Context: an optimization exercise on an open-source flow, tuned for small area and a short achievable clock period. The choices shown serve that exercise and are no tape-out recipe.
Function was not checked in any run shown here: the RTL went through the layout flow alone.
Power figures rest on the tool's default switching activity, not on a simulated workload.

==> flow/design.v, too long to show whole: its modules and the start of the top module <==
// module MAC: 3808 lines
module MAC(
	clk,
	rst_n,
	in_valid,
	in_mode,
	in_act,
	in_wgt,
	out_act_idx,
	out_wgt_idx,
	out_idx,
	out_valid,
	out_data,
	out_finish
);
  // ...
==> flow/flow/run.sh <==
#!/bin/bash
# Layout flow: the standard flow, except that synthesis skips Yosys's early
# "abc -fast" pass (SYNTH_ARGS=-noabc), so the full adders the RTL spells out
# map to full-adder cells without inverters between them. The registers keep
# the standard synthesis's instance names and cell types: the standard
# synthesis is run first for reference, and if the two differ in anything but
# the names, its netlist is used unchanged. Ports are buffered with buf_2 rather
# than the delay cell buffer_ports picks by default. Each step logs to a file here.
set -u
RES=$PWD/orfs/results/$FLOW_PLATFORM/MAC/base

bash standard.sh synth > 1_synth_standard.log 2>&1 || exit 1
cp "$RES/1_2_yosys.v" standard_netlist.v

bash standard.sh clean_synth > 1_clean.log 2>&1
if SYNTH_ARGS=-noabc bash standard.sh "$RES/1_2_yosys.v" > 1_synth_noabc.log 2>&1 &&
   python3 flow/match_regs.py standard_netlist.v "$RES/1_2_yosys.v" > 1_match_regs.log 2>&1; then
  echo "using the netlist synthesized without the early ABC pass" >> 1_match_regs.log
else
  echo "falling back to the standard netlist" >> 1_match_regs.log
  bash standard.sh clean_synth >> 1_clean.log 2>&1
  bash standard.sh synth > 1_synth_standard2.log 2>&1 || exit 1
fi

export BUFFER_PORTS_ARGS="-buffer_cell sky130_fd_sc_hd__buf_2"
bash standard.sh > 2_layout.log 2>&1
==> flow/flow/match_regs.py <==
#!/usr/bin/env python3
"""Give the registers of a netlist the instance names of a reference netlist.

usage: match_regs.py REF.v NET.v

Both netlists come from the same RTL; register instance names have the form
<register bit>$<Yosys flip-flop type>, and the type part can differ between two
syntheses (an enable or reset absorbed with the other polarity). Each register
of NET.v is renamed to the reference register with the same register bit. NET.v
is rewritten only if both hold the same register bits in the same cell types;
otherwise the script exits with status 1 and leaves NET.v alone.
"""
import re
import sys

INST = re.compile(r'^(\s*)(sky130_fd_sc_hd__\w+)(\s+)(\S+)(\s*\()')
SEQ = re.compile(r'sky130_fd_sc_hd__(df|edf|sdf|dl)')


def regs(lines):
    found = {}
    for k, line in enumerate(lines):
        m = INST.match(line)
        if not m or not SEQ.match(m.group(2)):
            continue
        name = m.group(4)
        plain = name[1:] if name.startswith('\\') else name
        cut = plain.rfind('$_')
        base = plain[:cut] if cut >= 0 else plain
        if base in found:
            raise SystemExit(f"two registers share the bit name {base}")
        found[base] = (m.group(2), name, k)
    return found


def main():
    ref_lines = open(sys.argv[1]).read().split('\n')
    net_lines = open(sys.argv[2]).read().split('\n')
    ref, net = regs(ref_lines), regs(net_lines)
    if set(ref) != set(net):
        print("register bits differ:", sorted(set(ref) ^ set(net))[:20])
        return 1
    bad = [b for b in ref if ref[b][0] != net[b][0]]
    if bad:
        print("cell types differ:", [(b, ref[b][0], net[b][0]) for b in bad[:20]])
        return 1
    renamed = 0
    for b, (cell, name, k) in net.items():
        new = ref[b][1]
        if new != name:
            m = INST.match(net_lines[k])
            net_lines[k] = m.group(1) + cell + m.group(3) + new + \
                (' ' if new.startswith('\\') and not m.group(5).startswith(' ') else '') + \
                m.group(5) + net_lines[k][m.end():]
            renamed += 1
    open(sys.argv[2], 'w').write('\n'.join(net_lines))
    print(f"{len(net)} registers, {renamed} renamed")
    return 0


if __name__ == '__main__':
    sys.exit(main())
==> flow/standard.sh <==
#!/bin/bash
# synth_recipe.tcl (not shown) runs the flow's synth.tcl, then flattens the netlist and writes it again
# the make line also repeats each setting of config.mk as NAME=value (left out here)
make -C /OpenROAD-flow-scripts/flow DESIGN_CONFIG=/design/flow/config.mk WORK_HOME=/design/flow/orfs CLKGATE_MAP_FILE= SYNTH_SCRIPT=/design/flow/synth_recipe.tcl "${@:-finish}"
==> flow/config.mk <==
export PLATFORM = sky130hd
export DESIGN_NAME = MAC
export DESIGN_NICKNAME = MAC
export VERILOG_FILES = /design/flow/design.v
export SDC_FILE = /design/flow/constraint.sdc
export NUM_CORES = 4
export LEC_CHECK = 0
export CAP_MARGIN = 20
export CORE_MARGIN = 2
export CORE_UTILIZATION = 40
export CTS_CLUSTER_DIAMETER = 150
export CTS_CLUSTER_SIZE = 20
export SETUP_SLACK_MARGIN = 4.2
export SLEW_MARGIN = 20
==> flow/constraint.sdc <==
create_clock -name core_clock -period 8.4 [get_ports {clk}]
set_input_delay 1.6800 -clock core_clock [delete_from_list [all_inputs] [get_ports {clk}]]
set_output_delay 1.6800 -clock core_clock [all_outputs]
set_load 0.01 [all_outputs]
==> notes.md, run 1 <==
- Metal-1 WL: 55600 um
- Comb pwr: approximately 12000 uW
- Non-Clock Buffer Count: a little under 400
- Syn Inst Count: 3591
- M3 GR Usage: 0.08460
- CP Buf/Inv Count: 0
- Via Count: 29599
- Startpoint type of the worst setup path: flop
- Run status: timing/DRC/antenna clean
- Max Root-Sink Buffers: 3
- Sw Share: 0.4417
- Worst-path cell chain: nor2b_1, fa_1, fa_1, fa_2, fa_1, fa_1, fa_1, fa_1
- GR Util All Layers: 0.2700
- Most common cell after layout, fill and taps aside: fa_1
- Total gr overflow: 0
- Clkbuf count: between 40 and 50
- PostCTS Resize Cnt: 116
- Met1 usage: 0.3586
- Tapcells: 1403
- First-pass GRT wire length: about 220000 um
- Core area: 0.1072 sq mm
- Port bufs: 173
- Worst skew pair latency: 670 ps
- Crit path DAT: 4680 ps
- Post-Synth XOR/XNOR Area: 0.006877
- Cell depth of the worst setup path: 8
- Hold_buf cts: 0
- Post-Place Cell Area: 0.04546 sq mm
- I/O Pins: 182
- Fin nets: 4998
- Crit path max-delay cell type: edfxtp_1
==> run 2, diff against run 1 <==
--- a/flow/config.mk
+++ b/flow/config.mk
@@ -10,5 +10,5 @@
 export CORE_UTILIZATION = 40
 export CTS_CLUSTER_DIAMETER = 150
 export CTS_CLUSTER_SIZE = 20
-export SETUP_SLACK_MARGIN = 4.2
+export SETUP_SLACK_MARGIN = 4.0
 export SLEW_MARGIN = 20
==> notes.md, run 2 <==
- Cell taking the most area after synthesis: fa_1
- Syn Inst Count: 3591 (unchanged)
- Combinational share of power: 0.665
- Synth warn: 1
- Placed Cells: 5030
- Cell mode on critical path: fa_1
- # rows: 120
- Part of the power in the clock network: 0.091
- Worst skew pair latency: 670 ps (about the same)
- Layout cells sized above 1: 0.09302
- Initial Utilization: 0.4039
- Synth top area share: 0.4586
- Sequential fraction of the synthesis area: 0.2862
- Run status: timing/DRC/antenna clean
- Largest net degree at the start of global routing: between 150 and 200
- Port bufs: 173 (unchanged)
- Area growth, synth to finish: 8.039%
- Multi-input gate area: 0.02960 sq mm
- Number of global-route vias before repair: 30698
- Final period util: 0.5138
- Hold Slack: 480.7 ps
- Top cells by count, synth: fa_1 (992), nor2_1 (745), nor2b_1 (494)
- Max Cap Viol: 0
- I/O Pins: 182 (unchanged)
- Worst VDD drop: 0.0003422 V
- Fin nets: 4834 (-3.3%)
- Most common cell after layout, fill and taps aside: fa_1
- Clock sinks: 488
- CP Buf/Inv Count: 0 (unchanged)
- TritonCTS clock tree: built
- Final setup violation count: 0
- P_int: 9193 uW
- Initial antenna violation count: 9
- Chip height: 333.0 um
- Core Util, Final: 0.4364
- DRC viols: 0
- CTS H-Tree Depth: 1
- Post-synth ARST share: 0.02459
- Clk_skew: 52.69 ps
- Placer Congestion: 0.9605
- Startpoint type of the worst setup path: flop
- Worst-path cell chain: nor2b_1, fa_1, fa_1, fa_1, fa_1, fa_1, fa_1, fa_1
- Slew headroom: 0.1767
- Measured slew at the worst slew-check pin: 1230 ps
- First-pass GRT wire length: 207800 um (-3.6%)
- Routed WL: 140900 um
- Worst r2r path cells: 8
- Pleak: 0.02040 uW
- Switching power: about 7300 uW
- Vias/cell: 5.553
- Total CTS buffers: 28
- Pwr Density: around 350 mW/mm^2
- Unrepaired setup endpoints after global routing: true
- First-pass DRT Iterations: 6
- Avg Cell Area, Syn: 12.06 sq um
- Sum of negative setup slack: 0 ps
- Via Count: 28352 (-4.2%)
- Dominant synthesized flop cell: edfxtp_1
- Crit path DAT: 4820 ps (+140 ps)
- Finished Cell Area: 0.04678 sq mm
- Mapped Area: 0.04330 sq mm
- Sw Share: 0.4423 (+0.0005960)
- Worst Hold Class: reg -> reg
- Minimum clock period: 4316 ps
- Sequential share of power: 0.243
- Crit path max-delay family: adder cells
- Most frequent cells in the layout: fa_1 (992), nor2_1 (742), nor2b_1 (486)
- Die width: between 300 and 400 um
- Fmax: 231.7 MHz
- Critical path data required time: 8900 ps
- Die area: approximately 0.11 sq mm
- Post-synthesis cell type count: 46
- Finished Layout Cells: approximately 5100
- Yosys reg bits: slightly below 500
- Dominant cell by count in the synthesized netlist: fa_1
- CP Max Fanout: 9
- Wire per inst: approximately 28 um
- Core area: 0.1072 sq mm (unchanged)
- Synth area leaders: fa_1 (46%), edfxtp_1 (18%), dfxtp_1 (10%), nor2b_1 (7.1%), nor2_1 (6.5%)
- Slew Viols, Final: 0
- Max Root-Sink Buffers: 3 (unchanged)
- Crit path max-delay cell type: edfxtp_1
- Fillcell total: 9987
- Drt first-iter violations: 3233
- Max stage delay on crit path: roughly 650 ps
- Post-Place Cell Area: 0.04547 sq mm (about the same)
- Total gr overflow: 0 (unchanged)
- Worst Setup Path Type: reg -> reg
- Clk pin slew, worst setup/hold paths: around 90 ps
- Crit. End Element: flop
- Hold_buf cts: 0 (unchanged)
- Root buf cell: clkbuf_16
- Cell depth of the worst setup path: 8 (unchanged)
- Worst Hold Depth: 1
- EDFF count, synth: 256
- DRT antenna net count: 0
- Register Area: 0.01255 sq mm
- Dpl hpwl: about 110000 um
- Final count of hold timing violations: 0
- GR Util All Layers: 0.2587 (-0.01131)
-- run 2: timing repair --
| action | CTS | global route |
|---|---|---|
| setup buffers | 1 | 18 |
| pin swaps | 0 | 0 |
| resized for setup | 57 | 37 |
| endpoints found under the setup margin | 78 | 46 |
-- run 2: final timing paths --
check	start	end	slack [ps]
worst min-delay path	cs$_DFFE_PN0P_	cs$_DFFE_PN0P_	480
worst min register to register	cs$_DFFE_PN0P_	cs$_DFFE_PN0P_	480
worst max register to register	a4[6]$_DFFE_PP_	ry4[6]$_DFF_P_	4080
worst max-delay path	a4[6]$_DFFE_PP_	ry4[6]$_DFF_P_	4080
min in group asynchronous	rst_n	mode$_DFF_PN0_	900
max in group asynchronous	rst_n	out_wgt_idx[0]$_DFF_PN1_	7230
-- run 2: per-layer routing --
layer  up-vias  routed length [um]  track usage
li1      11404                   -            -
met1     14861               53510       0.3534
met2      1806               63840       0.4000
met3       275               18690      0.07983
met4         6                4834      0.07172
met5         -                  33            0
-- run 2: power by group through the flow --
stage | Combinational [uW] | Clock, uW | Sequential [uW]
floorplan | 8020 | 0 | 3730
global placement | 11100 | 0 | 4080
detailed placement | 11300 | 0 | 4080
CTS | 11300 | 1530 | 4030
global route | 13100 | 1610 | 4050
finish | 11000 | 1510 | 4010
-- run 2: cell families after synthesis --
kind of cell | synth area share
simple gates | 0.1501
other cells | 0.00008661
buf+inv | 0.03153
mux | 0.0005490
compound gates | 0.03884
flops | 0.2862
fa+ha+maj | 0.4858
xor+xnor | 0.006877
-- run 2: cell type report --
class	count	share of cell area
multi-input combinational	2774	0.6328
sequential	488	0.2684
tap	1403	0.03753
timing repair buffer	225	0.03038
clock buffer	50	0.01696
inverter	159	0.01276
clock inverter	2	0.0008826
antenna	5	0.0002675
-- run 2: stage by stage --
stage | power [uW] | worst slack (ps)
finish | 16480 | 4084
detailed placement | 15340 | 3665
global placement | 15180 | 3635
floorplan | 11750 | 4132
global route | 18730 | 3954
CTS | 16900 | 4000

## separate check: timing with driven ports
Ports are ideal in the flow. The routed layouts listed here were re-timed in OpenROAD.
Step 1 sets driving cells, clkbuf_16 on the clock port and buf_2 on the other inputs (assumed; they add their load-dependent delay and slew).
Step 2 adds t to the input delays and takes it off the output delays; t is the mean of the earliest and latest rising clock arrival at the registers after step 1. Input paths then give back, and output paths get back, about the clock's delay inside the block.
Three values: ideal ports, drivers, drivers and shift; two values: the first two.
run | t (ns) | setup WS [ns] | cell pins on the clock port's net
run 1 | 0.729 | 4.251 / 4.251 / 4.251 | 1
run 2 | 0.720 | 4.084 / 4.084 / 4.084 | 1
After both steps every run listed still meets setup and hold.
